This is an optimization exercise on Yosys and OpenROAD, whose aim is small area, not a production implementation. The RTL was checked by simulation tests, not by an equivalence proof against the original design. In runs 5 to 7 the design's own scripts or RTL, not TritonCTS, make the clock network. The flow treats the clock pin as an ideal source. Dropping or thinning the clock tree relies on that and would not hold on a real chip. Power figures rest on the tool's default switching activity, not on a simulated workload.

### flow/run.sh
#!/bin/bash
# synth_recipe.tcl (not shown) runs the flow's synth.tcl, then flattens the netlist and writes it again
# the make line also repeats each setting of config.mk as NAME=value (left out here)
make -C /OpenROAD-flow-scripts/flow DESIGN_CONFIG=/design/flow/config.mk WORK_HOME=/design/flow/orfs CLKGATE_MAP_FILE= SYNTH_SCRIPT=/design/flow/synth_recipe.tcl finish
### flow/config.mk
export PLATFORM = sky130hd
export DESIGN_NAME = PadServo
export DESIGN_NICKNAME = PadServo
export VERILOG_FILES = /design/flow/design.v
export SDC_FILE = /design/flow/constraint.sdc
export NUM_CORES = 4
export LEC_CHECK = 0
export CAP_MARGIN = 20
export CORE_MARGIN = 2
export CORE_UTILIZATION = 40
export SLEW_MARGIN = 20
### flow/constraint.sdc
create_clock -name core_clock -period 10.0 [get_ports {clk_i}]
set_input_delay 2.0000 -clock core_clock [delete_from_list [all_inputs] [get_ports {clk_i}]]
set_output_delay 2.0000 -clock core_clock [all_outputs]
set_load 0.01 [all_outputs]
### flow/design.v
`timescale 1ns/1ps
module PadServo (
    input  clk_i,
    input  rst_i,
    output dclock_o,
    output dlatch_o,
    input  sdata_i,
    output srv_o
);
reg [13:0] h;
reg hp;
wire h_end = (h == 14'b01011011011101);
always @(posedge clk_i) begin
    if (rst_i)
        h <= 14'b10101011011011;
    else
        h <= {h[12:0], h[13] ^ h[12] ^ h[11] ^ h[1] ^ h_end};
    hp <= ~rst_i & h_end;
end
reg a;
reg [4:0] b;
always @(posedge clk_i)
    if (rst_i) begin
        a <= 1'b0;
        b <= 5'd0;
    end else if (hp) begin
        a <= ~a;
        if (a)
            b <= b[4] ? 5'd0 : b + 1'b1;
    end
assign dlatch_o = (b == 5'd0);
assign dclock_o = a & ~b[4] & (b != 5'd0);
reg s1, s2, t_dec, t_inc, v_inc, v_dec;
always @(posedge clk_i) begin
    s1 <= sdata_i;
    s2 <= s1;
    if (hp && a && b == 5'd6)
        t_dec <= s2;
    if (hp && a && b == 5'd7)
        t_inc <= s2;
end
always @(posedge clk_i)
    if (rst_i) begin
        v_inc <= 1'b0;
        v_dec <= 1'b0;
    end else if (hp && a && b[4]) begin
        v_inc <= t_inc;
        v_dec <= t_dec;
    end
wire en = v_inc ^ v_dec;
reg [23:0] c;
wire [23:0] e = c ^ {24{v_dec}};         
wire sat = &e;                           
wire [24:0] g;
assign g[0] = en & ~sat;
genvar i;
generate for (i = 0; i < 24; i = i + 1) begin : chain
    assign g[i+1] = g[i] & e[i];
end endgenerate
always @(posedge clk_i)
    if (rst_i)
        c <= 24'd0;
    else
        c <= c ^ g[23:0];
reg [6:0] lo;
reg [7:0] hi;
wire lo_end = (lo == 7'b1001100);
wire tick = (&hi) & lo[1] & lo[2];
always @(posedge clk_i)
    if (rst_i) begin
        hi <= 8'd255;
        lo <= 7'b0010100;
    end else begin
        if (lo_end | tick)
            hi <= hi + 1'b1;
        if (tick)
            lo <= 7'b0011000;
        else
            lo <= {lo[5:0], lo[6] ^ lo[5] ^ lo_end};
    end
reg [4:0] ph;
reg on;
wire ph_top = ph[4] & ph[1] & ph[0];     
always @(posedge clk_i)
    if (rst_i) begin
        ph <= 5'd17;
        on <= 1'b0;
    end else begin
        if (tick)
            ph <= ph_top ? 5'd0 : ph + 1'b1;
        on <= tick ? ph_top : (on & (hi < c[23:16]));
    end
assign srv_o = ph_top | on;
endmodule
==> qor.csv, run 1 <==
metric;value;unit
grt_antenna_before_repair;0;
leakagePower;1.435;nW
required;8.00;ns
cpPeakStageDelay;0.56;ns
die_w;98.44;um
cts_setup_buffers;0;
grt_setup_unrepaired;false;
worst-path-buf-inv;2;
synth_area_leaders;dfxtp_1 (39%), xnor2_1 (7.4%), nor2_1 (4.7%);
cts.repair.resized;0;
grt_pass1_vias;2453;
p_sw_share;24.33;%
synthDistinctLibCells;60;
place_inst;486;
holdPathStages;0;
status;complete, no violations;
die_h;98.44;um
fin_worst_skew;0.008055;ns
h-tree-depth;3;
clkTransAtPathRegs;0.08;ns
avgSynthCellArea;9.123;um^2
finalHoldViolations;0;
p_seq_share;53.3;%
nNetsFinal;405;
regArea;1461;um^2
initial_core_util;41.10;%
insertedDiodeCount;0;
grt_pass1_wl;10600;um
crit_chain;inv_1 -> ha_1 -> nor4b_1 -> nor3b_1 -> clkdlybuf4s50_1;
first_iter_violations;111;
syn_area;3567;um^2
start_kind;register;
viasPerCell;5.161;
vias;2591;
wl;5905;um
wl_per_cell;11.76;um
clockRootBuffer;clkbuf_8;
insertion_delay;0.34;ns
pwr-share-comb;5.9;%
final_util;44.56;%
syn_inst;391;
vdd_ir_drop_max;83.55;uV
cp_top_family;buffers and inverters;
ios;6;
ant_nets;0;
cts_tree;done;
max_freq;0.2550;GHz
yosysTopAreaCellShare;39.28;%
powerDensity;148.3;nW/um^2
core;8678;um^2
setup_viol;0;
max_cap_viol_count;0;
cts.path.max_buffers;2;
clockPowerShare;40.8;%
yosysTopAreaCell;dfxtp_1;
drt_first_pass_iters;4;
synth_nets;407;
critPathKind;reg -> out;
worstPathMaxFanout;5;
fin_ws;6.079;ns
grt.overflow.total;0;
crit_cells;5;
grt_use_total;13.07;%
hp-class;reg -> reg;
async_reset_ff_share;0;%
crit_slowest_cell;clkdlybuf4s50_1;
layout_commonest_cell;dfxtp_1;
rows;34;
critPathArrivalTime;1.92;ns
drive_gt1_share;12.94;%
synth_flop_cell;dfxtp_1;
multiInputGateArea;1956;um^2
slew_headroom;48.53;%
ys_warn_count;1;
cts_buffers;9;
tightestPinTransition;0.7721;ns
p_sw;0.0001395;W
preCtsSetupSlack;6.458;ns
gp_congestion;0.7476;
reg2reg_depth;7;
tns;0;ns
power.internal;0.0004340;W
synth_edf_count;2;
final_cell_mix;dfxtp_1 (70), nor2_1 (45), xnor2_1 (30);
fp.dieArea;9689;um^2
cp-end-kind;output port;
hold_buffers;0;
rrSetupSlack;7.02;ns
period_minus_slack;3.921;ns
ys_ff_latch;72;
timing.final.crit_share;39.21;%
fillers;899;
ys_seq_area_share;40.97;%
slew_violations;0;
numPortBuffers;5;
fin_cells;502;
hpwl;3879;um
syn_to_final_growth;8.418;%
clock-sinks;72;
drc;0;
grt_max_degree;70;
==> kinds of logic (layout without fill, tap and decap cells) <==
group / after synthesis / count (layout) / share of synthesized area (%)
xor gates and xnor gates: 39 / 39 / 9.576
buffers and inverters: 34 / 37 / 4.209
AOI/OAI and AO/OA: 60 / 60 / 11.29
DFF: 72 / 72 / 40.97
and+or+nand+nor: 166 / 166 / 26.97
adders and majority gates: 13 / 13 / 4.560
muxes: 7 / 7 / 2.420
==> path summary, 6_finish.rpt <==
path | end | startpoint
max | dclock_o | b[0]$_SDFFE_PP0P_
min | s2$_DFF_P_ | s1$_DFF_P_
max reg2reg | c[13]$_SDFF_PP0_ | v_dec$_SDFFE_PP0P_
min reg2reg | s2$_DFF_P_ | s1$_DFF_P_
==> Yosys cell counts, types with 3 or more instances <==
master    count
nand3_1      11
nand4_1       4
nor2b_1      10
xor2_1        9
dfxtp_1      70
o22ai_1       3
nor2_1       45
o21bai_1      3
a21oi_2       3
nor3_1        8
ha_1         13
clkbuf_1     12
buf_2         3
nand2_1      17
xnor2_1      30
nand4b_1      4
or4b_2        4
nand2b_1     12
mux2_2        3
nor3b_1       3
nand3b_1      5
and2_1        3
inv_1        14
o21ai_0       7
or2_2        11
and3_1       10
a21oi_1      25
nor4b_1       4
mux2i_1       3
==> power by group through the flow <==
stage	clock network [W]	registers [W]	logic, W
6_report	0.000234	0.000306	0.0000339
5_1_grt	0.000255	0.000308	0.0000392
4_1_cts	0.000242	0.000306	0.0000346
3_5_place_dp	0	0.000312	0.0000344
3_3_place_gp	0	0.000312	0.0000336
2_1_floorplan	0	0.000310	0.0000278
==> worst register-to-register path, delay by kind of cell, from the launching register on <==
family                 cells  cell delay (ns)
muxes                      1             0.34
DFF                        1             0.36
buffers and inverters      1             0.35
and+or+nand+nor            2             1.31
AOI/OAI and AO/OA          3             0.52
==> flip-flops by register name, indices dropped and copies added (netlist names), 5 cells and up <==
name  flops
b         5
c        24
h        14
hi        8
lo        7
ph        5
==> stage by stage <==
step | instance area [um^2] | hold WS (ns) | power, W
2_1_floorplan | 3567 | 0.3096 | 0.0003379
3_3_place_gp | 3665 | 0.3123 | 0.0003457
3_5_place_dp | 3665 | 0.3144 | 0.0003468
4_1_cts | 3867 | 0.3326 | 0.0005823
5_1_grt | 3867 | 0.3422 | 0.0006014
6_report | 3867 | 0.3313 | 0.0005735
==> layer usage <==
layer  GRT usage [%]  share of wire, %
met5               0                 0
met4           5.374               1.7
met3           2.837               2.1
met2           21.51                45
met1           16.70                51
==> cell type report <==
| cell class | count | area share [%] |
|---|---|---|
| multi-input combinational | 285 | 50.57 |
| tap | 108 | 3.494 |
| inverter | 14 | 1.359 |
| clock inverter | 7 | 2.038 |
| timing repair buffer | 7 | 1.553 |
| sequential | 72 | 37.79 |
| clock buffer | 9 | 3.203 |
==> run 2, diff against run 1 <==
==> flow/flow/run.sh (new file) <==
#!/bin/bash
# Own layout flow: the standard flow (standard.sh), with two changes:
#  - synthesis maps the logic with an area-oriented ABC script (flow/area.abc)
#    instead of the delay-oriented one; everything before ABC (and so every
#    register, its name and its cell) is the standard synthesis unchanged;
#  - clock tree synthesis uses smaller buffers and no dummy loads (flow/cts_args).
# Each tool's output is kept in flow_*.log in the work folder.
set -euo pipefail
W="$(cd "$(dirname "$0")/.." && pwd)"
F="$W/flow"
{
cat <<EOT
proc abc {args} {
  set i [lsearch -exact \$args -script]
  if {\$i >= 0} { set args [lreplace \$args [expr {\$i+1}] [expr {\$i+1}] {$F/area.abc}] }
  set j [lsearch -exact \$args -D]
  if {\$j >= 0} { set args [lreplace \$args \$j [expr {\$j+1}]] }
  yosys abc {*}\$args
}
EOT
cat "$W/synth_recipe.tcl"
} > "$W/area_synth.tcl"
CTS_ARGS="$(cat "$F/cts_args")"
sed -e "s#SYNTH_SCRIPT=[^ ]*#SYNTH_SCRIPT=$W/area_synth.tcl 'CTS_ARGS=$CTS_ARGS'#" "$W/standard.sh" > "$W/area_standard.sh"
cd "$W"
bash "$W/area_standard.sh" > "$W/flow_make.log" 2>&1
==> flow/flow/area.abc (new file) <==
strash; dc2; dch -f; amap; topo
==> flow/flow/cts_args (new file) <==
-sink_clustering_enable -repair_clock_nets -dont_use_dummy_load -buf_list sky130_fd_sc_hd__clkbuf_4
==> flow/standard.sh (new file) <==
#!/bin/bash
# synth_recipe.tcl (not shown) runs the flow's synth.tcl, then flattens the netlist and writes it again
# the make line also repeats each setting of config.mk as NAME=value (left out here)
make -C /OpenROAD-flow-scripts/flow DESIGN_CONFIG=/design/flow/config.mk WORK_HOME=/design/flow/orfs CLKGATE_MAP_FILE= SYNTH_SCRIPT=/design/flow/synth_recipe.tcl "${@:-finish}"
removed: flow/run.sh
==> run 2 against run 1 <==
Clock-buffer cell count is the same. Routed wire length shrank 7.3%. Combinational power shrank 29%. Clock power shrank 46%. Synthesized cell count shrank 5.1%. Total power shrank 21%. Critical endpoint is now c[23]$_SDFF_PP0_. Largest power group unchanged.
==> qor.csv, run 2 <==
metric;value;unit;change
first_iter_violations;90;;-19%
insertedDiodeCount;0;;unchanged
clockRootBuffer;clkbuf_4;;
clockPowerShare;28.1;%;-13 points
hpwl;3889;um;+0.25%
synth_area_leaders;dfxtp_1 (46%), nor2_1 (9.0%), clkinv_1 (7.2%);;
die_h;91.40;um;-7.1%
syn_area;3055;um^2;-14%
grt_antenna_before_repair;0;;unchanged
timing.final.crit_share;59.44;%;+20 points
grt_use_total;14.38;%;+1.3 points
cts_buffers;9;;unchanged
fin_worst_skew;0.02328;ns;+0.01523 ns
crit_slowest_cell;dfxtp_1;;
cts_setup_buffers;0;;unchanged
slew_violations;0;;unchanged
hp-class;reg -> reg;;
tightestPinTransition;0.9202;ns;+0.1482 ns
max_cap_viol_count;0;;unchanged
start_kind;register;;
slew_headroom;38.65;%;-9.9 points
vias;2443;;-5.7%
core;7331;um^2;-16%
nNetsFinal;404;;-0.25%
p_sw;0.0001049;W;-25%
powerDensity;137.1;nW/um^2;-7.5%
max_freq;0.1682;GHz;-34%
grt_pass1_vias;2244;;-8.5%
power.internal;0.0003475;W;-20%
synth_edf_count;2;;unchanged
status;complete, no violations;;
rows;31;;-8.8%
wl_per_cell;11.29;um;-4.0%
grt_max_degree;51;;-27%
wl;5475;um;-7.3%
required;10.31;ns;+2.31 ns
insertion_delay;0.40;ns;+0.06 ns
synthDistinctLibCells;33;;-45%
initial_core_util;41.68;%;+0.58 points
cp-end-kind;register;;
hold_buffers;0;;unchanged
cts_tree;done;;
critPathKind;reg -> reg;;
ant_nets;0;;unchanged
drive_gt1_share;2.850;%;-10 points
leakagePower;1.124;nW;-22%
ys_ff_latch;72;;unchanged
synth_flop_cell;dfxtp_1;;
vdd_ir_drop_max;90.70;uV;+8.6%
rrSetupSlack;4.06;ns;-2.96 ns
grt.overflow.total;0;;unchanged
final_util;45.01;%;+0.44 points
final_cell_mix;nor2_1 (73), dfxtp_1 (70), clkinv_1 (59);;
clock-sinks;72;;unchanged
period_minus_slack;5.944;ns;+2.023 ns
drc;0;;unchanged
p_sw_share;23.18;%;-1.1 points
yosysTopAreaCell;dfxtp_1;;
fp.dieArea;8354;um^2;-14%
cts.repair.resized;0;;unchanged
die_w;91.40;um;-7.1%
layout_commonest_cell;nor2_1;;
place_inst;476;;-2.1%
finalHoldViolations;0;;unchanged
fillers;747;;-17%
yosysTopAreaCellShare;45.86;%;+6.6 points
tns;0;ns;unchanged
critPathArrivalTime;6.25;ns;+4.33 ns
largest_reg_flops;24;;unchanged
drt_first_pass_iters;4;;unchanged
viasPerCell;5.037;;-2.4%
clkTransAtPathRegs;0.10;ns;+0.02 ns
ys_seq_area_share;47.83;%;+6.9 points
cp_common_cell;clkinv_1;;
grt_pass1_wl;9729;um;-8.2%
top_register;c;;
ios;6;;unchanged
p_seq_share;66.6;%;+13 points
syn_inst;371;;-5.1%
cpPeakStageDelay;0.70;ns;+0.14 ns
worstPathMaxFanout;17;;+12
pwr-share-comb;5.3;%;-0.6 points
syn_to_final_growth;7.985;%;
setup_viol;0;;unchanged
synthTopCellsByCount;nor2_1 (73), dfxtp_1 (70), clkinv_1 (59);;
h-tree-depth;3;;unchanged
ys_warn_count;1;;unchanged
gp_congestion;0.7468;;-0.11%
numPortBuffers;5;;unchanged
fin_cells;485;;-3.4%
async_reset_ff_share;0;%;unchanged
avgSynthCellArea;8.236;um^2;-9.7%
synth.most_common_cell;nor2_1;;
cts.path.max_buffers;2;;unchanged
reg_top3;c x24, h x14, hi x8;;
synth_nets;387;;-4.9%
grt_setup_unrepaired;false;;
run 2: cells by family after synthesis:
family / after synthesis / share of synthesized area [%]
AOI/OAI and AO/OA: 91 / 19.98
adders and majority gates: 13 / 5.324
buffers and inverters: 59 / 7.248
DFF: 72 / 47.83
and+or+nand+nor: 136 / 19.62
run 2: power by group through the flow:
stage	Sequential [W]	Clock, W	Combinational (W)
after global placement	0.000308	0	0.0000236
after detailed placement	0.000308	0	0.0000243
after CTS	0.000301	0.000134	0.0000244
after floorplan	0.000307	0	0.0000165
final	0.000301	0.000127	0.0000240
after global routing	0.000302	0.000145	0.0000284
run 2: metrics by stage:
step,area (um^2),total power (W),setup WS [ns],hold WS [ns]
after floorplan,3055,0.0003231,5.201,0.3096
after global placement,3232,0.0003315,4.456,0.3131
after detailed placement,3232,0.0003322,4.172,0.3128
after CTS,3299,0.0004601,4.067,0.3393
after global routing,3299,0.0004760,3.071,0.3522
final,3299,0.0004524,4.056,0.3375
run 2: critical path: cells and delay by family, from the launching register on:
| kind | cells | cell delay, ns |
|---|---|---|
| AO/OA/AOI/OAI | 4 | 0.87 |
| buffers and inverters | 13 | 1.90 |
| flip-flops | 1 | 0.70 |
| AND/OR/NAND/NOR | 15 | 2.37 |
run 2: layout make-up:
class                   instances  area (um^2)  area share [%]
flip-flops and latches         72         1461           44.29
multi-input cells             240         1373           41.60
inverters                      59        221.5           6.712
well taps                      99        123.9           3.754
clock buffers                   9        67.56           2.048
repair buffers                  6        52.55           1.593
run 2: routing by layer:
layer / part of all wire [%] / global-route usage, %
met3: 3.0 / 2.739
met5: 0 / 0
met1: 53 / 19.46
met4: 2.0 / 7.955
met2: 41 / 21.45
run 2: path summary, 6_finish.rpt:
check | startpoint | endpoint | cells past startpoint
min | s1$_DFF_P_ | s2$_DFF_P_ | 0
max | v_dec$_SDFFE_PP0P_ | c[23]$_SDFF_PP0_ | 32
min reg2reg | s1$_DFF_P_ | s2$_DFF_P_ | 0
max reg2reg | v_dec$_SDFFE_PP0P_ | c[23]$_SDFF_PP0_ | 32
==> run 3, diff against run 2 <==
==> flow/flow/cts_args (replaced) <==
-sink_clustering_enable -repair_clock_nets -dont_use_dummy_load -sink_clustering_size 100 -sink_clustering_max_diameter 500 -buf_list sky130_fd_sc_hd__clkbuf_16
==> run 3 against run 2 <==
Still clean. Clock power up 100%. Register-to-register slack about the same. Flip-flop and latch count unchanged. Hold slack better by 0.017 ns. Utilization up 2.2 points. Combinational power about the same. First-iteration DRC count up 41%. Cell area up 4.8%. Highest routed layer unchanged.
==> qor.csv, run 3 <==
metric;value;unit;change
core;7331;um^2;unchanged
synth_nets;387;;unchanged
synth_simple_gate_area_share;19.62;%;unchanged
fp.dieArea;8354;um^2;unchanged
ios;6;;unchanged
hp-start;s1$_DFF_P_;;
reg_top3;c x24, h x14, hi x8;;
cp_top_family;simple AND/OR/NAND/NOR gates;;
synthMuxAreaShare;0;%;unchanged
yosysTopAreaCell;dfxtp_1;;
fillers;737;;-1.3%
grt_antenna_before_repair;0;;unchanged
max_cap_viol_count;0;;unchanged
total_power;0.0005863;W;+30%
cts_setup_buffers;0;;unchanged
grt_setup_unrepaired;false;;
critPathArrivalTime;6.17;ns;-0.08 ns
yosysTopAreaCellShare;45.86;%;unchanged
power.internal;0.0004638;W;+33%
drc;0;;unchanged
cp_common_cell;clkinv_1;;
layout_commonest_cell;nor2_1;;
insertion_delay;0.32;ns;-0.08 ns
clockPowerShare;44.4;%;+16 points
ant_nets;0;;unchanged
viasPerCell;5.045;;+0.16%
wl;5583;um;+2.0%
slew_violations;0;;unchanged
clkTransAtPathRegs;0.06;ns;-0.04 ns
initial_core_util;41.68;%;unchanged
status;complete, no violations;;
die_w;91.40;um;unchanged
hp-class;reg -> reg;;
hold_end;s2$_DFF_P_;;
busiest_layer;met2;;
timing.final.crit_share;59.47;%;about the same
syn_to_final_growth;13.15;%;
cts_buffers;9;;unchanged
grt_max_degree;51;;unchanged
tightestPinTransition;0.9322;ns;+0.01194 ns
synthDistinctLibCells;33;;unchanged
async_reset_ff_share;0;%;unchanged
ys_seq_area_share;47.83;%;unchanged
synth_area_leaders;dfxtp_1 (46%), nor2_1 (9.0%), clkinv_1 (7.2%);;
top_register;c;;
grt_use_met2;21.51;%;+0.061 points
largest_reg_flops;24;;unchanged
use_met1;19.89;%;+0.42 points
wl_per_cell;11.51;um;+2.0%
grt_pass1_wl;9798;um;+0.71%
vdd_ir_drop_max;93.39;uV;+3.0%
hpwl;3889;um;unchanged
grt.overflow.total;0;;unchanged
setup_viol;0;;unchanged
cp-end-kind;register;;
holdPathStages;0;;unchanged
h-tree-depth;3;;unchanged
cpPeakStageDelay;0.69;ns;about the same
grt_pass1_vias;2248;;+0.18%
ys_warn_count;1;;unchanged
max_freq;0.1682;GHz;about the same
nNetsFinal;404;;unchanged
clockRootBuffer;clkbuf_16;;
worstReg2RegStart;v_dec$_SDFFE_PP0P_;;
synthAdderAreaFrac;5.324;%;unchanged
slew_headroom;37.86;%;-0.80 points
hold_buffers;0;;unchanged
cts_tree;done;;
regToRegEndpoint;c[23]$_SDFF_PP0_;;
synth_compound_area_share;19.98;%;unchanged
p_sw;0.0001225;W;+17%
worst-path-buf-inv;13;;unchanged
final_util;47.16;%;+2.2 points
synth_edf_count;2;;unchanged
finalHoldViolations;0;;unchanged
syn_inst;371;;unchanged
synth_flop_cell;dfxtp_1;;
crit_slowest_cell;dfxtp_1;;
tns;0;ns;unchanged
grt_use_total;14.43;%;+0.055 points
synth_xor_area_share;0;%;unchanged
rrSetupSlack;4.05;ns;about the same
cts.repair.resized;0;;unchanged
p_seq_share;51.5;%;-15 points
final_cell_mix;nor2_1 (73), dfxtp_1 (70), clkinv_1 (59);;
period_minus_slack;5.947;ns;+0.002690 ns
drt_first_pass_iters;4;;unchanged
worstPathMaxFanout;17;;unchanged
powerDensity;169.6;nW/um^2;+24%
syn_area;3055;um^2;unchanged
start_kind;register;;
drive_gt1_share;2.850;%;unchanged
pwr-share-comb;4.1;%;-1.2 points
synth_top_family_by_area;compound AO/OA/AOI/OAI gates;;
gp_congestion;0.7468;;unchanged
synthTopCellsByCount;nor2_1 (73), dfxtp_1 (70), clkinv_1 (59);;
ys_ff_latch;72;;unchanged
insertedDiodeCount;0;;unchanged
clock-sinks;72;;unchanged
p_sw_share;20.89;%;-2.3 points
first_iter_violations;127;;+41%
die_h;91.40;um;unchanged
required;10.23;ns;-0.08 ns
leakagePower;1.194;nW;+6.2%
numPortBuffers;5;;unchanged
rows;31;;unchanged
synth.most_common_cell;nor2_1;;
reg2reg_depth;32;;unchanged
vias;2447;;+0.16%
avgSynthCellArea;8.236;um^2;unchanged
cts.path.max_buffers;2;;unchanged
critPathKind;reg -> reg;;
grt_use_met3;3.734;%;+1.0 points
fin_worst_skew;0.01257;ns;-0.01072 ns
-- run 3: power groups by stage --
stage	Combinational (W)	Sequential [W]	Clock (W)
3_3_place_gp	0.0000236	0.000308	0
3_5_place_dp	0.0000243	0.000308	0
5_1_grt	0.0000285	0.000303	0.000278
2_1_floorplan	0.0000165	0.000307	0
6_report	0.0000241	0.000302	0.000260
4_1_cts	0.0000244	0.000302	0.000266
-- run 3: stage by stage --
| step | setup WS, ns | cells | instance area, um^2 | hold slack [ns] |
|---|---|---|---|---|
| after detailed placement | 4.172 | 476 | 3232 | 0.3128 |
| after CTS | 4.112 | 485 | 3457 | 0.3416 |
| after global routing | 3.105 | 485 | 3457 | 0.3543 |
| after global placement | 4.456 | 476 | 3232 | 0.3131 |
| final | 4.053 | 485 | 3457 | 0.3546 |
| after floorplan | 5.201 | 371 | 3055 | 0.3096 |
-- run 3: final cells by class --
cell class | instances | area, um^2 | area share (%)
tap | 99 | 123.9 | 3.583
sequential | 72 | 1461 | 42.27
multi-input combinational | 240 | 1373 | 39.70
clock buffer | 9 | 225.2 | 6.515
inverter | 59 | 221.5 | 6.406
timing repair buffer | 6 | 52.55 | 1.520
-- run 3: worst max path at each step --
stage / from / to / cells past startpoint
global placement: v_dec$_SDFFE_PP0P_ / c[23]$_SDFF_PP0_ / 32
detailed placement: v_dec$_SDFFE_PP0P_ / c[23]$_SDFF_PP0_ / 32
floorplan: v_dec$_SDFFE_PP0P_ / c[23]$_SDFF_PP0_ / 32
CTS: v_dec$_SDFFE_PP0P_ / c[23]$_SDFF_PP0_ / 32
finish: v_dec$_SDFFE_PP0P_ / c[23]$_SDFF_PP0_ / 32
global route: v_dec$_SDFFE_PP0P_ / c[23]$_SDFF_PP0_ / 32
-- run 3: logic make-up (layout without fill, tap and decap cells) --
group,Yosys count,in the layout
compound gates,91,91
fa+ha+maj,13,13
buf+inv,59,74
flops,72,72
simple gates,136,136
-- run 3: layer usage --
layer	wire (um)	vias to the layer above
met5	0	-
met1	3015	1075
met4	42	0
met3	176	7
li1	-	1333
met2	2349	32
==> run 4, diff against run 3 <==
--- a/flow/design.v
+++ b/flow/design.v
@@ -27,16 +27,15 @@
         a <= ~a;
         if (a)
-            b <= b[4] ? 5'd0 : b + 1'b1;
+            b <= b[4] ? 5'd0 : b ^ {&b[3:0], &b[2:0], &b[1:0], b[0], 1'b1};
     end
 assign dlatch_o = (b == 5'd0);
 assign dclock_o = a & ~b[4] & (b != 5'd0);
-reg s1, s2, t_dec, t_inc, v_inc, v_dec;
+reg s1, t_dec, t_inc, v_inc, v_dec;
 always @(posedge clk_i) begin
     s1 <= sdata_i;
-    s2 <= s1;
-    if (hp && a && b == 5'd6)
-        t_dec <= s2;
-    if (hp && a && b == 5'd7)
-        t_inc <= s2;
+    if (h_end && a && b == 5'd6)
+        t_dec <= s1;
+    if (h_end && a && b == 5'd7)
+        t_inc <= s1;
 end
 always @(posedge clk_i)
@@ -67,4 +66,9 @@
 wire lo_end = (lo == 7'b1001100);
 wire tick = (&hi) & lo[1] & lo[2];
+wire [7:0] hi_t;                         
+assign hi_t[0] = lo_end | tick;
+generate for (i = 1; i < 8; i = i + 1) begin : hinc
+    assign hi_t[i] = hi_t[i-1] & hi[i-1];
+end endgenerate
 always @(posedge clk_i)
     if (rst_i) begin
@@ -72,6 +76,5 @@
         lo <= 7'b0010100;
     end else begin
-        if (lo_end | tick)
-            hi <= hi + 1'b1;
+        hi <= hi ^ hi_t;
         if (tick)
             lo <= 7'b0011000;
@@ -88,5 +91,5 @@
     end else begin
         if (tick)
-            ph <= ph_top ? 5'd0 : ph + 1'b1;
+            ph <= ph_top ? 5'd0 : ph ^ {&ph[3:0], &ph[2:0], &ph[1:0], ph[0], 1'b1};
         on <= tick ? ph_top : (on & (hi < c[23:16]));
     end
==> flow/flow/run.sh (replaced) <==
#!/bin/bash
# Own layout flow: the standard flow (standard.sh) with these changes:
#  - synthesis maps the logic with an area-oriented ABC script (flow/area.abc)
#    and without the half/full-adder cell extraction, so ABC sees all of the
#    logic; everything that creates or maps registers is the standard
#    synthesis unchanged, so every register keeps its name and cell;
#  - clock tree synthesis uses small buffers and no dummy loads (flow/cts_args),
#    and a clock buffer whose registers would see a slow clock edge is then
#    upsized (flow/post_cts.tcl);
#  - the port buffers are the smallest buffer cell.
# The make output is kept in flow_make.log in the work folder; ORFS keeps each
# tool's log under orfs/logs/.
set -euo pipefail
W="$(cd "$(dirname "$0")/.." && pwd)"
F="$W/flow"
{
cat <<EOT
proc abc {args} {
  set i [lsearch -exact \$args -script]
  if {\$i >= 0} { set args [lreplace \$args [expr {\$i+1}] [expr {\$i+1}] {$F/area.abc}] }
  set j [lsearch -exact \$args -D]
  if {\$j >= 0} { set args [lreplace \$args \$j [expr {\$j+1}]] }
  yosys abc {*}\$args
}
proc extract_fa {args} {}
EOT
cat "$W/synth_recipe.tcl"
} > "$W/area_synth.tcl"
CTS_ARGS="$(cat "$F/cts_args")"
sed -e "s#SYNTH_SCRIPT=[^ ]*#SYNTH_SCRIPT=$W/area_synth.tcl 'CTS_ARGS=$CTS_ARGS' 'POST_CTS_TCL=$F/post_cts.tcl' 'BUFFER_PORTS_ARGS=-buffer_cell sky130_fd_sc_hd__buf_1'#" "$W/standard.sh" > "$W/area_standard.sh"
cd "$W"
bash "$W/area_standard.sh" > "$W/flow_make.log" 2>&1
==> flow/flow/area.abc (replaced) <==
strash; dc2; dch -f; amap -F 3 -A 10; topo
==> flow/flow/cts_args (replaced) <==
-sink_clustering_enable -repair_clock_nets -dont_use_dummy_load -buf_list sky130_fd_sc_hd__clkbuf_4
==> flow/flow/post_cts.tcl (new file) <==
# Sourced by ORFS's cts.tcl after clock tree synthesis (POST_CTS_TCL): a
# clock buffer whose registers would see a clock edge slower than about
# 105 ps (placement estimate) is replaced by the next larger clock buffer.
set_propagated_clock [all_clocks]
estimate_parasitics -placement
set clock_fix_changed 0
foreach pin [get_pins -hierarchical */CLK] {
  set s [get_property $pin slew_max]
  if {$s > 0.105} {
    set net [get_nets -of_objects $pin]
    foreach d [get_pins -of_objects $net -filter "direction == output"] {
      set inst [get_cells -of_objects $d]
      set ref [get_property $inst ref_name]
      set big ""
      if {$ref eq "sky130_fd_sc_hd__clkbuf_2"} { set big sky130_fd_sc_hd__clkbuf_4 }
      if {$ref eq "sky130_fd_sc_hd__clkbuf_4"} { set big sky130_fd_sc_hd__clkbuf_8 }
      if {$ref eq "sky130_fd_sc_hd__clkbuf_8"} { set big sky130_fd_sc_hd__clkbuf_16 }
      if {$big ne ""} {
        replace_cell $inst $big
        incr clock_fix_changed
        puts "post_cts: [get_full_name $inst] $ref -> $big (clock pin slew [format %.3f $s] ns)"
      }
    }
  }
}
if {$clock_fix_changed > 0} {
  detailed_placement
  estimate_parasitics -placement
}
==> run 4 against run 3 <==
Still clean on timing, DRC and antenna. Clock power fell by about 50%. Synthesized cell count fell by 4.6%. Non-clock buffer count did not move. Fmax rose by 5.6%. Via count fell by 2.8%. Total power fell by 24%. First-iteration DRC count fell by 18%. Cell count fell by 4.1%. Largest cell class unchanged.
==> qor.csv, run 4 <==
metric;value;unit;change
status;complete, no violations;;
powerDensity;144.2;nW/um^2;-15%
wl;5225;um;-6.4%
critPathArrivalTime;5.90;ns;-0.27 ns
period_minus_slack;5.630;ns;-0.3170 ns
cts_tree;done;;
ys_seq_area_share;50.17;%;+2.3 points
max_cap_viol_count;0;;unchanged
insertedDiodeCount;0;;unchanged
worstPathMaxFanout;17;;unchanged
yosysTopAreaCellShare;48.08;%;+2.2 points
final_cell_mix;nor2_1 (70), dfxtp_1 (69), clkinv_1 (67);;
drive_gt1_share;2.981;%;+0.13 points
setup_viol;0;;unchanged
gp_congestion;0.7810;;+4.6%
start_kind;register;;
async_reset_ff_share;0;%;unchanged
synth_area_leaders;dfxtp_1 (48%), nor2_1 (9.1%), clkinv_1 (8.8%);;
slew_headroom;46.15;%;+8.3 points
drt_first_pass_iters;4;;unchanged
grt_setup_unrepaired;false;;
fin_worst_skew;0.01533;ns;+0.002764 ns
reg_top3;c x24, h x14, hi x8;;
grt.overflow.total;0;;unchanged
die_h;88.75;um;-2.9%
vias;2379;;-2.8%
whs;0.4224;ns;+0.06775 ns
stdcell_area;3094;um^2;-10%
drc;0;;unchanged
yosysTopAreaCell;dfxtp_1;;
clkTransAtPathRegs;0.09;ns;+0.03 ns
viasPerCell;5.116;;+1.4%
grt_max_degree;50;;-2.0%
ys_warn_count;1;;unchanged
numPortBuffers;5;;unchanged
syn_to_final_growth;7.709;%;
cp_common_cell;clkinv_1;;
rows;30;;-3.2%
max_freq;0.1776;GHz;+5.6%
synthDistinctLibCells;33;;unchanged
tightestPinTransition;0.8004;ns;-0.1318 ns
wl_per_cell;11.24;um;-2.4%
timing.final.crit_share;56.30;%;-3.2 points
holdPathStages;0;;unchanged
critPathKind;reg -> reg;;
syn_area;2873;um^2;-6.0%
synth.most_common_cell;nor2_1;;
reg2reg_depth;28;;-13%
leakagePower;1.039;nW;-13%
synth_edf_count;2;;unchanged
fp.dieArea;7876;um^2;-5.7%
synth_flop_cell;dfxtp_1;;
ys_ff_latch;71;;-1.4%
cp-end-kind;register;;
tns;0;ns;unchanged
layout_commonest_cell;nor2_1;;
clock-sinks;71;;-1.4%
total_power;0.0004462;W;-24%
initial_core_util;41.82;%;+0.14 points
nNetsFinal;374;;-7.4%
grt_antenna_before_repair;0;;unchanged
cpPeakStageDelay;0.68;ns;about the same
die_w;88.75;um;-2.9%
hp-class;reg -> reg;;
top_register;c;;
synth_nets;357;;-7.8%
grt_pass1_vias;2146;;-4.5%
largest_reg_flops;24;;unchanged
vdd_ir_drop_max;95.11;uV;+1.8%
placed_area;3020;um^2;-6.5%
synthTopCellsByCount;nor2_1 (70), dfxtp_1 (69), clkinv_1 (67);;
crit_slowest_cell;dfxtp_1;;
avgSynthCellArea;8.115;um^2;-1.5%
syn_inst;354;;-4.6%
slew_violations;0;;unchanged
core;6869;um^2;-6.3%
grt_use_total;15.27;%;+0.84 points
first_iter_violations;104;;-18%
required;10.27;ns;+0.04 ns
grt_pass1_wl;9259;um;-5.5%
hpwl;3682;um;-5.3%
finalHoldViolations;0;;unchanged
ant_nets;0;;unchanged
ios;6;;unchanged
insertion_delay;0.39;ns;+0.07 ns
run 4: logic make-up (layout without fill, tap and decap cells):
logic type             Yosys count  count (layout)  share of synthesized area [%]
and+or+nand+nor                121             121                          18.51
AOI/OAI and AO/OA               95              95                          22.56
DFF                             71              71                          50.17
buffers and inverters           67              82                          8.754
run 4: worst paths after layout:
check | from | to | slack (ns)
worst max-delay path | v_dec$_SDFFE_PP0P_ | c[23]$_SDFF_PP0_ | 4.37
worst min-delay path | s1$_DFF_P_ | t_dec$_DFFE_PP_ | 0.42
worst max register to register | v_dec$_SDFFE_PP0P_ | c[23]$_SDFF_PP0_ | 4.37
worst min register to register | s1$_DFF_P_ | t_dec$_DFFE_PP_ | 0.42
run 4: per-stage QoR:
| step | std cells | setup WS, ns | util (%) |
|---|---|---|---|
| 6_report | 465 | 4.370 | 45.05 |
| 5_1_grt | 465 | 3.480 | 45.05 |
| 3_5_place_dp | 456 | 4.402 | 43.97 |
| 3_3_place_gp | 456 | 4.631 | 43.97 |
| 2_1_floorplan | 354 | 5.304 | - |
run 4: routing by layer:
metal | vias to the layer above | global-route usage (%) | share of wire, %
li1 | 1289 | - | -
met1 | 1046 | 20.24 | 52
met2 | 36 | 22.93 | 42
met3 | 8 | 5.317 | 4.4
met4 | 0 | 5.785 | 1.5
met5 | - | 0 | 0
run 4: report_power, final:
part / switching [W] / total (W) / internal, W
registers: 0.00000481 / 0.000297 / 0.000292
logic: 0.0000124 / 0.0000189 / 0.00000648
clock network: 0.0000845 / 0.000131 / 0.0000462
run 4: cell type report:
type | instances | area, um^2
Clock buffer | 9 | 73.82
Fill cell | 670 | 3775
Inverter | 67 | 251.5
Multi-Input combinational cell | 216 | 1180
Sequential cell | 71 | 1441
Tap cell | 96 | 120.1
Timing Repair Buffer | 6 | 27.53
run 4: worst max-delay path: cells and delay by family (launching register included):
| family | cells | cell delay, ns |
|---|---|---|
| AND/OR/NAND/NOR | 12 | 1.92 |
| AO/OA/AOI/OAI | 4 | 1.14 |
| buffers and inverters | 12 | 1.77 |
| flip-flops | 1 | 0.68 |
==> run 5, diff against run 4 <==
--- a/flow/flow/run.sh
+++ b/flow/flow/run.sh
@@ -5,7 +5,7 @@
 #    logic; everything that creates or maps registers is the standard
 #    synthesis unchanged, so every register keeps its name and cell;
-#  - clock tree synthesis uses small buffers and no dummy loads (flow/cts_args),
-#    and a clock buffer whose registers would see a slow clock edge is then
-#    upsized (flow/post_cts.tcl);
+#  - the clock tree is one level of four clock buffers, one per quarter of
+#    the registers (flow/pre_cts.tcl); a clock buffer whose registers would
+#    see a slow clock edge is then upsized (flow/post_cts.tcl);
 #  - the port buffers are the smallest buffer cell.
 # The make output is kept in flow_make.log in the work folder; ORFS keeps each
@@ -27,6 +27,5 @@
 cat "$W/synth_recipe.tcl"
 } > "$W/area_synth.tcl"
-CTS_ARGS="$(cat "$F/cts_args")"
-sed -e "s#SYNTH_SCRIPT=[^ ]*#SYNTH_SCRIPT=$W/area_synth.tcl 'CTS_ARGS=$CTS_ARGS' 'POST_CTS_TCL=$F/post_cts.tcl' 'BUFFER_PORTS_ARGS=-buffer_cell sky130_fd_sc_hd__buf_1'#" "$W/standard.sh" > "$W/area_standard.sh"
+sed -e "s#SYNTH_SCRIPT=[^ ]*#SYNTH_SCRIPT=$W/area_synth.tcl 'PRE_CTS_TCL=$F/pre_cts.tcl' 'POST_CTS_TCL=$F/post_cts.tcl' 'BUFFER_PORTS_ARGS=-buffer_cell sky130_fd_sc_hd__buf_1'#" "$W/standard.sh" > "$W/area_standard.sh"
 cd "$W"
 bash "$W/area_standard.sh" > "$W/flow_make.log" 2>&1
--- a/flow/flow/post_cts.tcl
+++ b/flow/flow/post_cts.tcl
@@ -1,5 +1,5 @@
 # Sourced by ORFS's cts.tcl after clock tree synthesis (POST_CTS_TCL): a
 # clock buffer whose registers would see a clock edge slower than about
-# 105 ps (placement estimate) is replaced by the next larger clock buffer.
+# 120 ps (placement estimate) is replaced by the next larger clock buffer.
 set_propagated_clock [all_clocks]
 estimate_parasitics -placement
@@ -7,5 +7,5 @@
 foreach pin [get_pins -hierarchical */CLK] {
   set s [get_property $pin slew_max]
-  if {$s > 0.105} {
+  if {$s > 0.120} {
     set net [get_nets -of_objects $pin]
     foreach d [get_pins -of_objects $net -filter "direction == output"] {
==> flow/flow/pre_cts.tcl (new file) <==
# Sourced by ORFS's cts.tcl before clock tree synthesis (PRE_CTS_TCL).
# The design has few registers, so the clock tree is a single level: the
# clock port drives four clock buffers, each placed at the centre of a
# quarter of the registers (split at the median x, then each half at its
# median y) and driving that quarter.  This replaces the tool's H-tree, whose
# root buffer and eight leaf buffers take more area.
proc quad_clock {clk_port cell} {
  set block [ord::get_db_block]
  set clk_net [[$block findBTerm $clk_port] getNet]
  set master [[ord::get_db] findMaster $cell]
  set sinks {}
  foreach iterm [$clk_net getITerms] {
    set box [[$iterm getInst] getBBox]
    lappend sinks [list $iterm [expr {([$box xMin] + [$box xMax]) / 2}] \
      [expr {([$box yMin] + [$box yMax]) / 2}]]
  }
  set n [llength $sinks]
  set byx [lsort -integer -index 1 $sinks]
  set h [expr {$n / 2}]
  set groups {}
  foreach half [list [lrange $byx 0 [expr {$h - 1}]] [lrange $byx $h end]] {
    set byy [lsort -integer -index 2 $half]
    set q [expr {[llength $byy] / 2}]
    lappend groups [lrange $byy 0 [expr {$q - 1}]] [lrange $byy $q end]
  }
  set k 0
  foreach g $groups {
    set buf [odb::dbInst_create $block $master clkbuf_q$k]
    set net [odb::dbNet_create $block clknet_q$k]
    $net setSigType CLOCK
    [$buf findITerm A] connect $clk_net
    [$buf findITerm X] connect $net
    set xs 0
    set ys 0
    foreach s $g {
      [lindex $s 0] disconnect
      [lindex $s 0] connect $net
      set xs [expr {$xs + [lindex $s 1]}]
      set ys [expr {$ys + [lindex $s 2]}]
    }
    set c [llength $g]
    $buf setLocation [expr {$xs / $c}] [expr {$ys / $c}]
    $buf setPlacementStatus PLACED
    puts "quad_clock: clkbuf_q$k ($cell) drives $c registers"
    incr k
  }
  set_propagated_clock [all_clocks]
}
proc clock_tree_synthesis {args} {
  quad_clock clk_i sky130_fd_sc_hd__clkbuf_8
}
removed: flow/flow/cts_args
==> run 5 against run 4 <==
Critical path depth is the same. Sequential power is essentially flat. First-iteration DRC count shrank 12%. Sequential share of layout area grew 0.28 points. Area after synthesis is the same. Critical endpoint unchanged. Highest routed layer unchanged.
==> qor.csv, run 5 <==
metric;value;unit;change
status;complete, no violations;;
leakagePower;1.024;nW;-1.5%
largest_reg_flops;24;;unchanged
synth_edf_count;2;;unchanged
place_inst;456;;unchanged
gp_congestion;0.7810;;unchanged
finalHoldViolations;0;;unchanged
core;6869;um^2;unchanged
clkTransAtPathRegs;0.11;ns;+0.02 ns
cpPeakStageDelay;0.69;ns;about the same
drc;0;;unchanged
nNetsFinal;369;;-1.3%
wl_per_cell;11.25;um;+0.14%
grt_pass1_vias;2131;;-0.70%
grt_pass1_wl;9190;um;-0.75%
vias;2347;;-1.3%
synthDistinctLibCells;33;;unchanged
hp-start;h[4]$_SDFF_PP1_;;
crit_slowest_cell;dfxtp_1;;
max_cap_viol_count;0;;unchanged
grt_antenna_before_repair;0;;unchanged
critPathKind;reg -> reg;;
drt_first_pass_iters;4;;unchanged
hp-class;reg -> reg;;
worstPathMaxFanout;17;;unchanged
ant_nets;0;;unchanged
max_freq;0.1779;GHz;+0.16%
insertion_delay;0.17;ns;-0.22 ns
reg_top3;c x24, h x14, hi x8;;
drive_gt1_share;1.648;%;-1.3 points
reg2reg_depth;28;;unchanged
grt_use_total;13.88;%;-1.4 points
synth.most_common_cell;nor2_1;;
start_kind;register;;
wl;5176;um;-0.94%
timing.final.crit_share;56.21;%;-0.089 points
final_cell_mix;nor2_1 (70), dfxtp_1 (69), clkinv_1 (67);;
top_register;c;;
synthAdderAreaFrac;0;%;unchanged
die_w;88.75;um;unchanged
synth_simple_gate_area_share;18.51;%;unchanged
yosysTopAreaCell;dfxtp_1;;
syn_area;2873;um^2;unchanged
async_reset_ff_share;0;%;unchanged
synth_compound_area_share;22.56;%;unchanged
powerDensity;137.6;nW/um^2;-4.5%
synthTopCellsByCount;nor2_1 (70), dfxtp_1 (69), clkinv_1 (67);;
worstReg2RegStart;v_dec$_SDFFE_PP0P_;;
vdd_ir_drop_max;111.5;uV;+17%
first_iter_violations;92;;-12%
critPathArrivalTime;5.69;ns;-0.21 ns
hpwl;3682;um;unchanged
cp-end-kind;register;;
initial_core_util;41.82;%;unchanged
cp_common_cell;clkinv_1;;
synth_flop_cell;dfxtp_1;;
stdcell_area;3075;um^2;-0.61%
holdPathStages;2;;+2
tns;0;ns;unchanged
numPortBuffers;5;;unchanged
die_h;88.75;um;unchanged
ios;6;;unchanged
grt_setup_unrepaired;false;;
avgSynthCellArea;8.115;um^2;unchanged
ys_warn_count;1;;unchanged
syn_to_final_growth;7.056;%;
layout_commonest_cell;nor2_1;;
fin_cells;460;;-1.1%
grt.overflow.total;0;;unchanged
ys_seq_area_share;50.17;%;unchanged
period_minus_slack;5.621;ns;-0.008930 ns
synthMuxAreaShare;0;%;unchanged
synth_xor_area_share;0;%;unchanged
required;10.07;ns;-0.20 ns
syn_inst;354;;unchanged
viasPerCell;5.102;;-0.27%
slew_violations;0;;unchanged
synth_nets;357;;unchanged
synth_top_family_by_area;compound AO/OA/AOI/OAI gates;;
rows;30;;unchanged
critPathLaunch;v_dec$_SDFFE_PP0P_;;
setup_viol;0;;unchanged
slew_headroom;44.34;%;-1.8 points
yosysTopAreaCellShare;48.08;%;unchanged
placed_area;3020;um^2;unchanged
insertedDiodeCount;0;;unchanged
fin_worst_skew;0.009082;ns;-0.006251 ns
synth_area_leaders;dfxtp_1 (48%), nor2_1 (9.1%), clkinv_1 (8.8%);;
ys_ff_latch;71;;unchanged
fp.dieArea;7876;um^2;unchanged
grt_max_degree;50;;unchanged
whs;0.4264;ns;+0.003968 ns
tightestPinTransition;0.8273;ns;+0.02687 ns
-- run 5: worst paths after layout --
check	endpoint	slack [ns]
max	c[23]$_SDFF_PP0_	4.38
min	h[5]$_SDFF_PP0_	0.43
max reg2reg	c[23]$_SDFF_PP0_	4.38
min reg2reg	h[5]$_SDFF_PP0_	0.43
-- run 5: worst max-delay path, delay by kind of cell (launching register included) --
family                 cells  cell delay [ns]
AO/OA/AOI/OAI              4             1.13
AND/OR/NAND/NOR           12             1.92
buffers and inverters     12             1.79
flip-flops                 1             0.69
-- run 5: logic make-up (layout without fill, tap and decap cells) --
| group | after synthesis | in the layout |
|---|---|---|
| flops | 71 | 71 |
| simple gates | 121 | 121 |
| compound gates | 95 | 95 |
| buf+inv | 67 | 77 |
-- run 5: routing by layer --
layer  wire length (um)  vias to the layer above  GRT usage [%]
met2               2196                       35          23.68
met3                194                        8          1.213
met5                  0                        -              0
li1                   -                     1272              -
met4                 94                        0          2.066
met1               2691                     1032          19.55
-- run 5: cell type report --
cell class / count / area, um^2
Inverter: 67 / 251.5
Tap cell: 96 / 120.1
Buffer: 4 / 55.05
Sequential cell: 71 / 1441
Timing Repair Buffer: 6 / 27.53
Multi-Input combinational cell: 216 / 1180
Fill cell: 667 / 3794
-- run 5: per-stage QoR --
stage,setup slack [ns],total power [W],util (%)
floorplan,5.304,0.0003148,-
global placement,4.631,0.0003221,43.97
detailed placement,4.402,0.0003224,43.97
global route,3.478,0.0004432,44.77
finish,4.379,0.0004233,44.77
-- run 5: power by group --
part	internal, W	switching, W	leakage (nW)
Clock	0.0000373	0.0000703	0.0288
Combinational	0.00000648	0.0000124	0.414
Sequential	0.000292	0.00000480	0.581
==> run 6, diff against run 5 <==
==> flow/flow/run.sh (replaced) <==
#!/bin/bash
# Own layout flow: the standard flow (standard.sh) with these changes:
#  - synthesis maps the logic with area-oriented ABC scripts and keeps the
#    smallest mapping, and skips the half/full-adder cell extraction so that
#    ABC sees all of the logic (flow/synth_abc.tcl, flow/abc_scripts.txt);
#    everything that creates or maps registers is the standard synthesis
#    unchanged, so every register keeps its name and cell;
#  - the clock tree is one level of four clock buffers, one per quarter of
#    the registers (flow/pre_cts.tcl); a clock buffer whose registers would
#    see a slow clock edge is then upsized (flow/post_cts.tcl);
#  - the port buffers are the smallest buffer cell.
# The make output is kept in flow_make.log in the work folder; ORFS keeps each
# tool's log under orfs/logs/.
set -euo pipefail
W="$(cd "$(dirname "$0")/.." && pwd)"
F="$W/flow"
{
  echo "set ::area_abc_dir {$F}"
  echo "source {$F/synth_abc.tcl}"
  cat "$W/synth_recipe.tcl"
} > "$W/area_synth.tcl"
sed -e "s#SYNTH_SCRIPT=[^ ]*#SYNTH_SCRIPT=$W/area_synth.tcl 'PRE_CTS_TCL=$F/pre_cts.tcl' 'POST_CTS_TCL=$F/post_cts.tcl' 'BUFFER_PORTS_ARGS=-buffer_cell sky130_fd_sc_hd__buf_1'#" "$W/standard.sh" > "$W/area_standard.sh"
cd "$W"
bash "$W/area_standard.sh" > "$W/flow_make.log" 2>&1
==> flow/flow/abc_scripts.txt (new file) <==
strash; dc2; dch -f; amap -F 3 -A 10; topo
strash; dc2; dch -f -p; amap -m; topo
strash; dc2; dch -f; amap -m -F 2 -A 8; topo
strash; dc2; dch -f; map -a; topo; amap; topo
strash; dc2; dch; amap -Q 0.1; topo
strash; dc2; dc2; dch -f; amap -F 3 -A 10; topo
strash; dc2; dc2; dch -f -p; amap -m; topo
strash; dc2; dc2; dch -f; amap -m -F 2 -A 8; topo
strash; dc2; dc2; dch -f; map -a; topo; amap; topo
strash; dc2; dc2; dch; amap -Q 0.1; topo
strash; resub; rewrite; refactor; balance; dch -f; amap -F 3 -A 10; topo
strash; resub; rewrite; refactor; balance; dch -f -p; amap -m; topo
strash; resub; rewrite; refactor; balance; dch -f; amap -m -F 2 -A 8; topo
strash; resub; rewrite; refactor; balance; dch -f; map -a; topo; amap; topo
strash; resub; rewrite; refactor; balance; dch; amap -Q 0.1; topo
strash; dch -f; dch -f; amap -F 3 -A 10; topo
strash; dch -f; dch -f -p; amap -m; topo
strash; dch -f; dch -f; amap -m -F 2 -A 8; topo
strash; dch -f; dch -f; map -a; topo; amap; topo
strash; dch -f; dch; amap -Q 0.1; topo
strash; &get -n; &st; &syn2; &put; dch -f; amap -F 3 -A 10; topo
strash; &get -n; &st; &syn2; &put; dch -f -p; amap -m; topo
strash; &get -n; &st; &syn2; &put; dch -f; amap -m -F 2 -A 8; topo
strash; &get -n; &st; &syn2; &put; dch -f; map -a; topo; amap; topo
strash; &get -n; &st; &syn2; &put; dch; amap -Q 0.1; topo
strash; &get -n; &st; &dc2; &put; dch -f; amap -F 3 -A 10; topo
strash; &get -n; &st; &dc2; &put; dch -f -p; amap -m; topo
strash; &get -n; &st; &dc2; &put; dch -f; amap -m -F 2 -A 8; topo
strash; &get -n; &st; &dc2; &put; dch -f; map -a; topo; amap; topo
strash; &get -n; &st; &dc2; &put; dch; amap -Q 0.1; topo
strash; ifraig; dc2; dch -f; amap -F 3 -A 10; topo
strash; ifraig; dc2; dch -f -p; amap -m; topo
strash; ifraig; dc2; dch -f; amap -m -F 2 -A 8; topo
strash; ifraig; dc2; dch -f; map -a; topo; amap; topo
strash; ifraig; dc2; dch; amap -Q 0.1; topo
==> flow/flow/synth_abc.tcl (new file) <==
# Sourced by the synthesis script before ORFS's synth.tcl.
# abc: ORFS calls it once, to map the combinational logic to cells. Here it
# maps the logic with each area-oriented ABC script in flow/abc_scripts.txt
# (one per line) in turn, without ORFS's delay target, and keeps the
# smallest result. Registers are
# not touched by ABC.
# extract_fa: skipped, so that ABC sees all of the logic (no half/full-adder
# cells fixed before mapping).
proc abc {args} {
  set i [lsearch -exact $args -script]
  if {$i >= 0} { set args [lreplace $args $i [expr {$i+1}]] }
  set j [lsearch -exact $args -D]
  if {$j >= 0} { set args [lreplace $args $j [expr {$j+1}]] }
  set libs {}
  set k [lsearch -exact $args -liberty]
  if {$k >= 0} { set libs [lindex $args [expr {$k+1}]] }
  yosys design -save my_pre_abc
  set best_area ""
  set best_script ""
  set fh [open $::area_abc_dir/abc_scripts.txt r]
  set lines [split [string trim [read $fh]] "\n"]
  close $fh
  set n 0
  foreach line $lines {
    incr n
    set scr [file join $::env(OBJECTS_DIR) area_abc_$n.abc]
    set fo [open $scr w]
    puts $fo $line
    close $fo
    yosys design -load my_pre_abc
    yosys abc -script $scr {*}$args
    set out [yosys tee -q -s result.string stat -liberty $libs]
    regexp {Chip area for module[^:]*:\s*([0-9.]+)} $out -> area
    puts "abc script $n ($line): area $area"
    if {$best_area eq "" || $area < $best_area} {
      set best_area $area
      set best_script $n
      yosys design -save my_best_abc
    }
  }
  puts "abc: kept script $best_script (area $best_area)"
  yosys design -load my_best_abc
}
proc extract_fa {args} {}
removed: flow/flow/area.abc
==> run 6 against run 5 <==
Combinational power grew 4%. Clock skew grew 0.0029 ns. Synthesized cell count grew 0.28%. Clock power is essentially flat. Still clean. Critical path depth is the same. Critical endpoint unchanged. Utilization shrank 0.21 points. Highest routed layer unchanged. Cell area shrank 1.0%.
==> qor.csv, run 6 <==
metric;value;unit;change
status;complete, no violations;;
synth_compound_area_share;21.13;%;-1.4 points
place_inst;457;;+0.22%
cpPeakStageDelay;0.66;ns;-0.03 ns
worstReg2RegStart;v_dec$_SDFFE_PP0P_;;
hp-start;h[9]$_SDFF_PP1_;;
drive_gt1_share;1.370;%;-0.28 points
period_minus_slack;5.569;ns;-0.05184 ns
crit_slowest_cell;dfxtp_1;;
slew_violations;0;;unchanged
critPathKind;reg -> reg;;
regArea;1441;um^2;unchanged
hpwl;3649;um;-0.89%
ys_warn_count;1;;unchanged
whs;0.4160;ns;-0.01039 ns
largest_reg_flops;24;;unchanged
synth_simple_gate_area_share;20.11;%;+1.6 points
yosysTopAreaCell;dfxtp_1;;
holdPathStages;2;;unchanged
vdd_ir_drop_max;108.4;uV;-2.8%
worst-path-buf-inv;11;;-1
busiest_layer;met2;;
multiInputGateArea;1172;um^2;-0.64%
nNetsFinal;370;;+0.27%
required;10.06;ns;about the same
grt_use_met2;23.51;%;-0.16 points
critPathArrivalTime;5.63;ns;-0.06 ns
tightestPinTransition;0.7378;ns;-0.08947 ns
slew_headroom;50.51;%;+6.2 points
synthTopCellsByCount;nor2_1 (70), dfxtp_1 (69), clkinv_1 (61);;
synth_xor_area_share;0;%;unchanged
fp.dieArea;7797;um^2;-1.0%
reg_top3;c x24, h x14, hi x8;;
grt_setup_unrepaired;false;;
grt_pass1_vias;2184;;+2.5%
synthAdderAreaFrac;0;%;unchanged
syn_inst;355;;+0.28%
drc;0;;unchanged
grt_use_total;14.10;%;+0.23 points
synth.most_common_cell;nor2_1;;
hold_end;h[10]$_SDFF_PP0_;;
max_freq;0.1796;GHz;+0.93%
max_cap_viol_count;0;;unchanged
cp-end-kind;register;;
regToRegEndpoint;c[23]$_SDFF_PP0_;;
worstPathMaxFanout;15;;-2
fillers;706;;+5.8%
layout_commonest_cell;nor2_1;;
numPortBuffers;5;;unchanged
ios;6;;unchanged
grt_pass1_wl;9363;um;+1.9%
ys_seq_area_share;50.70;%;+0.53 points
use_met1;20.42;%;+0.87 points
fin_worst_skew;0.01193;ns;+0.002850 ns
grt.overflow.total;0;;unchanged
wl_per_cell;11.34;um;+0.75%
synth_flop_cell;dfxtp_1;;
grt_use_met3;1.213;%;unchanged
grt_antenna_before_repair;0;;unchanged
tns;0;ns;unchanged
core;6832;um^2;-0.55%
clkTransAtPathRegs;0.11;ns;about the same
setup_viol;0;;unchanged
drt_first_pass_iters;4;;unchanged
initial_core_util;41.61;%;-0.21 points
synth_edf_count;2;;unchanged
ant_nets;0;;unchanged
syn_to_final_growth;7.086;%;about the same
yosysTopAreaCellShare;48.59;%;+0.51 points
die_h;88.30;um;-0.50%
avgSynthCellArea;8.008;um^2;-1.3%
synth_area_leaders;dfxtp_1 (49%), nor2_1 (9.2%), clkinv_1 (8.1%);;
wl;5226;um;+0.97%
grt_max_degree;42;;-16%
ys_ff_latch;71;;unchanged
first_iter_violations;138;;+50%
synth_nets;358;;+0.28%
gp_congestion;0.7901;;+1.2%
viasPerCell;5.113;;+0.21%
async_reset_ff_share;0;%;unchanged
rows;30;;unchanged
insertedDiodeCount;0;;unchanged
timing.final.crit_share;55.69;%;-0.52 points
fin_cells;461;;+0.22%
start_kind;register;;
synthMuxAreaShare;0;%;unchanged
rrSetupSlack;4.43;ns;+0.05 ns
cp_top_family;simple AND/OR/NAND/NOR gates;;
synthDistinctLibCells;27;;-18%
die_w;88.30;um;-0.50%
insertion_delay;0.16;ns;about the same
reg2reg_depth;28;;unchanged
vias;2357;;+0.43%
leakagePower;1.022;nW;-0.24%
syn_area;2843;um^2;-1.0%
finalHoldViolations;0;;unchanged
final_cell_mix;nor2_1 (70), dfxtp_1 (69), clkinv_1 (61);;
top_register;c;;
hp-class;reg -> reg;;
synth_top_family_by_area;compound AO/OA/AOI/OAI gates;;
powerDensity;139.3;nW/um^2;+1.2%
## run 6: metrics by stage
| stage | power, W | utilization (%) | setup slack, ns | cell area, um^2 |
|---|---|---|---|---|
| finish | 0.0004240 | 44.56 | 4.431 | 3044 |
| detailed placement | 0.0003234 | 43.75 | 4.505 | 2989 |
| global placement | 0.0003230 | 43.75 | 4.753 | 2989 |
| floorplan | 0.0003159 | - | 5.496 | 2843 |
| global route | 0.0004429 | 44.56 | 3.782 | 3044 |
## run 6: area by class of cell
class	count	share of cell area, %
multi-input combinational	223	38.51
tap	96	3.946
buffer	4	1.808
timing repair buffer	6	0.8631
inverter	61	7.522
sequential	71	47.35
## run 6: per-layer routing
layer,vias up,share of wire (%)
li1,1277,-
met1,1036,53
met2,37,43
met3,7,3.0
met4,0,1.3
met5,-,0
## run 6: worst min-delay path: stages (launching register included)
cell and delay (ns):
dfxtp_1 0.31, clkinv_1 0.05, nor2_1 0.04
## run 6: worst max-delay path by stage
stage,start,endpoint,slack [ns],cells past startpoint
2_1_floorplan,v_dec$_SDFFE_PP0P_,c[23]$_SDFF_PP0_,5.50,28
3_3_place_gp,v_dec$_SDFFE_PP0P_,c[23]$_SDFF_PP0_,4.75,28
3_5_place_dp,v_dec$_SDFFE_PP0P_,c[23]$_SDFF_PP0_,4.51,28
5_1_grt,v_dec$_SDFFE_PP0P_,c[23]$_SDFF_PP0_,3.78,28
6_report,v_dec$_SDFFE_PP0P_,c[23]$_SDFF_PP0_,4.43,28
## run 6: logic make-up (layout without fill, tap and decap cells)
logic type	Yosys count	count (layout)
AOI/OAI and AO/OA	95	95
DFF	71	71
and+or+nand+nor	128	128
buffers and inverters	61	71
## run 6: where the power goes
group	internal [W]	total (W)	leakage [nW]	switching, W
Sequential	0.000292	0.000297	0.581	0.00000499
Clock	0.0000373	0.000107	0.0288	0.0000700
Combinational	0.00000707	0.0000196	0.412	0.0000126
Total	0.000336	0.000424	1.02	0.0000875
==> run 7, diff against run 6 <==
--- a/flow/design.v
+++ b/flow/design.v
@@ -9,13 +9,10 @@
 );
 reg [13:0] h;
-reg hp;
-wire h_end = (h == 14'b01011011011101);
-always @(posedge clk_i) begin
+wire hp = (h == 14'b01011011011101);
+always @(posedge clk_i)
     if (rst_i)
-        h <= 14'b10101011011011;
+        h <= 14'b01010101101101;
     else
-        h <= {h[12:0], h[13] ^ h[12] ^ h[11] ^ h[1] ^ h_end};
-    hp <= ~rst_i & h_end;
-end
+        h <= {h[12:0], h[13] ^ h[12] ^ h[11] ^ h[1] ^ hp};
 reg a;
 reg [4:0] b;
@@ -31,11 +28,12 @@
 assign dlatch_o = (b == 5'd0);
 assign dclock_o = a & ~b[4] & (b != 5'd0);
-reg s1, t_dec, t_inc, v_inc, v_dec;
+reg s1, s2, t_dec, t_inc, v_inc, v_dec;
 always @(posedge clk_i) begin
     s1 <= sdata_i;
-    if (h_end && a && b == 5'd6)
-        t_dec <= s1;
-    if (h_end && a && b == 5'd7)
-        t_inc <= s1;
+    s2 <= s1;
+    if (hp && a && b == 5'd6)
+        t_dec <= s2;
+    if (hp && a && b == 5'd7)
+        t_inc <= s2;
 end
 always @(posedge clk_i)
==> run 7 against run 6 <==
Synthesized cell count is 1.1% lower. Die area stayed put. Utilization is 0.18 points higher. Combinational power hardly changed. Clock power is 8% higher. Flip-flop and latch count stayed put. Sequential share of layout area is 0.19 points lower. Critical endpoint unchanged.
==> qor.csv, run 7 <==
metric;value;unit;change
hpwl;3652;um;about the same
slew_violations;0;;unchanged
ys_seq_area_share;50.70;%;unchanged
critPathLaunch;v_dec$_SDFFE_PP0P_;;
wl_per_cell;11.37;um;+0.26%
vdd_ir_drop_max;100.3;uV;-7.5%
drt_first_pass_iters;6;;+2
largest_reg_flops;24;;unchanged
clkTransAtPathRegs;0.11;ns;about the same
grt_antenna_before_repair;0;;unchanged
top_register;c;;
fin_worst_skew;0.02006;ns;+0.008128 ns
fin_cells;457;;-0.87%
cpPeakStageDelay;0.74;ns;+0.08 ns
synth_area_leaders;dfxtp_1 (49%), nor2_1 (10%), clkinv_1 (7.9%);;
slew_headroom;35.40;%;-15 points
critPathKind;reg -> reg;;
first_iter_violations;93;;-33%
setup_viol;0;;unchanged
leakagePower;1.014;nW;-0.74%
cp_top_family;simple AND/OR/NAND/NOR gates;;
synth.most_common_cell;nor2_1;;
die_h;88.30;um;unchanged
syn_to_final_growth;7.526;%;
drc;0;;unchanged
finalHoldViolations;0;;unchanged
async_reset_ff_share;0;%;unchanged
tightestPinTransition;0.9602;ns;+0.2224 ns
grt_setup_unrepaired;false;;
ys_ff_latch;71;;unchanged
synthTopCellsByCount;nor2_1 (76), dfxtp_1 (69), clkinv_1 (60);;
synthDistinctLibCells;31;;+15%
worst-path-buf-inv;12;;+1
max_cap_viol_count;0;;unchanged
syn_area;2843;um^2;unchanged
grt.overflow.total;0;;unchanged
period_minus_slack;5.738;ns;+0.1690 ns
place_inst;453;;-0.88%
viasPerCell;5.085;;-0.54%
whs;0.3296;ns;-0.08640 ns
grt_pass1_vias;2197;;+0.60%
timing.final.crit_share;57.38;%;+1.7 points
worstReg2RegStart;v_dec$_SDFFE_PP0P_;;
syn_inst;351;;-1.1%
required;10.08;ns;+0.02 ns
hp-class;reg -> reg;;
grt_pass1_wl;9411;um;+0.51%
start_kind;register;;
insertedDiodeCount;0;;unchanged
cp-end-kind;register;;
ys_warn_count;1;;unchanged
tns;0;ns;unchanged
crit_slowest_cell;dfxtp_1;;
insertion_delay;0.16;ns;about the same
status;complete, no violations;;
ios;6;;unchanged
gp_congestion;0.7877;;-0.30%
numPortBuffers;5;;unchanged
critPathArrivalTime;5.82;ns;+0.19 ns
grt_max_degree;50;;+19%
yosysTopAreaCellShare;48.59;%;unchanged
worstPathMaxFanout;19;;+4
nNetsFinal;366;;-1.1%
core;6832;um^2;unchanged
yosysTopAreaCell;dfxtp_1;;
grt_use_total;14.12;%;+0.017 points
wl;5194;um;-0.61%
ant_nets;0;;unchanged
drive_gt1_share;1.662;%;+0.29 points
total_power;0.0004332;W;+2.2%
hp-start;s1$_DFF_P_;;
synth_nets;354;;-1.1%
layout_commonest_cell;nor2_1;;
initial_core_util;41.61;%;unchanged
fp.dieArea;7797;um^2;unchanged
max_freq;0.1743;GHz;-2.9%
reg_top3;c x24, h x14, hi x8;;
final_cell_mix;nor2_1 (76), dfxtp_1 (69), clkinv_1 (60);;
avgSynthCellArea;8.099;um^2;+1.1%
synth_edf_count;2;;unchanged
powerDensity;141.7;nW/um^2;+1.8%
rows;30;;unchanged
vias;2324;;-1.4%
synth_flop_cell;dfxtp_1;;
die_w;88.30;um;unchanged
run 7: final timing paths:
kind / end / slack (ns) / cells after the start
max reg2reg: c[23]$_SDFF_PP0_ / 4.26 / 30
max: c[23]$_SDFF_PP0_ / 4.26 / 30
min: s2$_DFF_P_ / 0.33 / 0
min reg2reg: s2$_DFF_P_ / 0.33 / 0
run 7: per-stage QoR:
stage	setup WS [ns]	area [um^2]	utilization [%]
3_3_place_gp	4.654	2990	43.77
3_5_place_dp	4.345	2990	43.77
5_1_grt	3.382	3057	44.74
6_report	4.262	3057	44.74
2_1_floorplan	5.360	2843	-
run 7: area by class of cell:
class	count	area, um^2
fill	730	3775
buffer	4	66.31
inverter	60	225.2
timing repair buffer	6	27.53
sequential	71	1441
tap	96	120.1
multi-input combinational	220	1176
run 7: layer usage:
metal | global-route usage, % | up-vias | part of all wire (%)
met2 | 23.10 | 33 | 44
li1 | - | 1246 | -
met4 | 3.030 | 0 | 2.2
met3 | 0.8396 | 8 | 3.2
met5 | 0 | - | 0
met1 | 20.67 | 1037 | 51
run 7: cell families after synthesis:
logic type / after synthesis / synth area share, %
simple gates: 136 / 21.52
compound gates: 83 / 19.54
flops: 71 / 50.70
buf+inv: 60 / 7.923
xor+xnor: 1 / 0.3082
run 7: power by group:
group	total, W	switching (W)	internal (W)	leakage (nW)
registers	0.000297	0.00000472	0.000293	0.582
logic	0.0000195	0.0000122	0.00000728	0.399
clock network	0.000116	0.0000702	0.0000461	0.0339

separate check: timing with driven ports:
No port has a modelled driver above. Below, the same layouts with a new extraction and two added sets of constraints.
Step 1 (the two cells are an assumption about what drives the block):
set clk [get_ports {clk_i}]
set_driving_cell -lib_cell sky130_fd_sc_hd__clkbuf_16 $clk
set_driving_cell -lib_cell sky130_fd_sc_hd__buf_2 [delete_from_list [all_inputs] $clk]
Step 2 times the ports against the registers' clock, not the clock port: input delays grow and output delays shrink by t, the midpoint of the rising clock arrivals with the driver on.
a / b / c = ideal / step 1 / step 2; a / b = the first two.
run	shift t [ns]	slack for setup (ns)	worst setup path at the end	clock arrival spread, ns	pins driven straight from the clock port
run 1	0.367	6.079 / 6.050 / 6.418	register to output	0.009 / 0.009	1
run 2	0.416	4.056 / 4.056 / 4.056	register to register	0.025 / 0.026	1
run 3	0.349	4.053 / 4.053 / 4.053	register to register	0.014 / 0.014	1
run 4	0.409	4.370 / 4.370 / 4.370	register to register	0.019 / 0.019	1
run 5	0.220	4.379 / 4.379 / 4.379	register to register	0.011 / 0.011	4
run 6	0.215	4.431 / 4.431 / 4.431	register to register	0.012 / 0.012	4
run 7	0.216	4.262 / 4.262 / 4.262	register to register	0.020 / 0.021	4
After both steps every run listed still meets setup and hold.
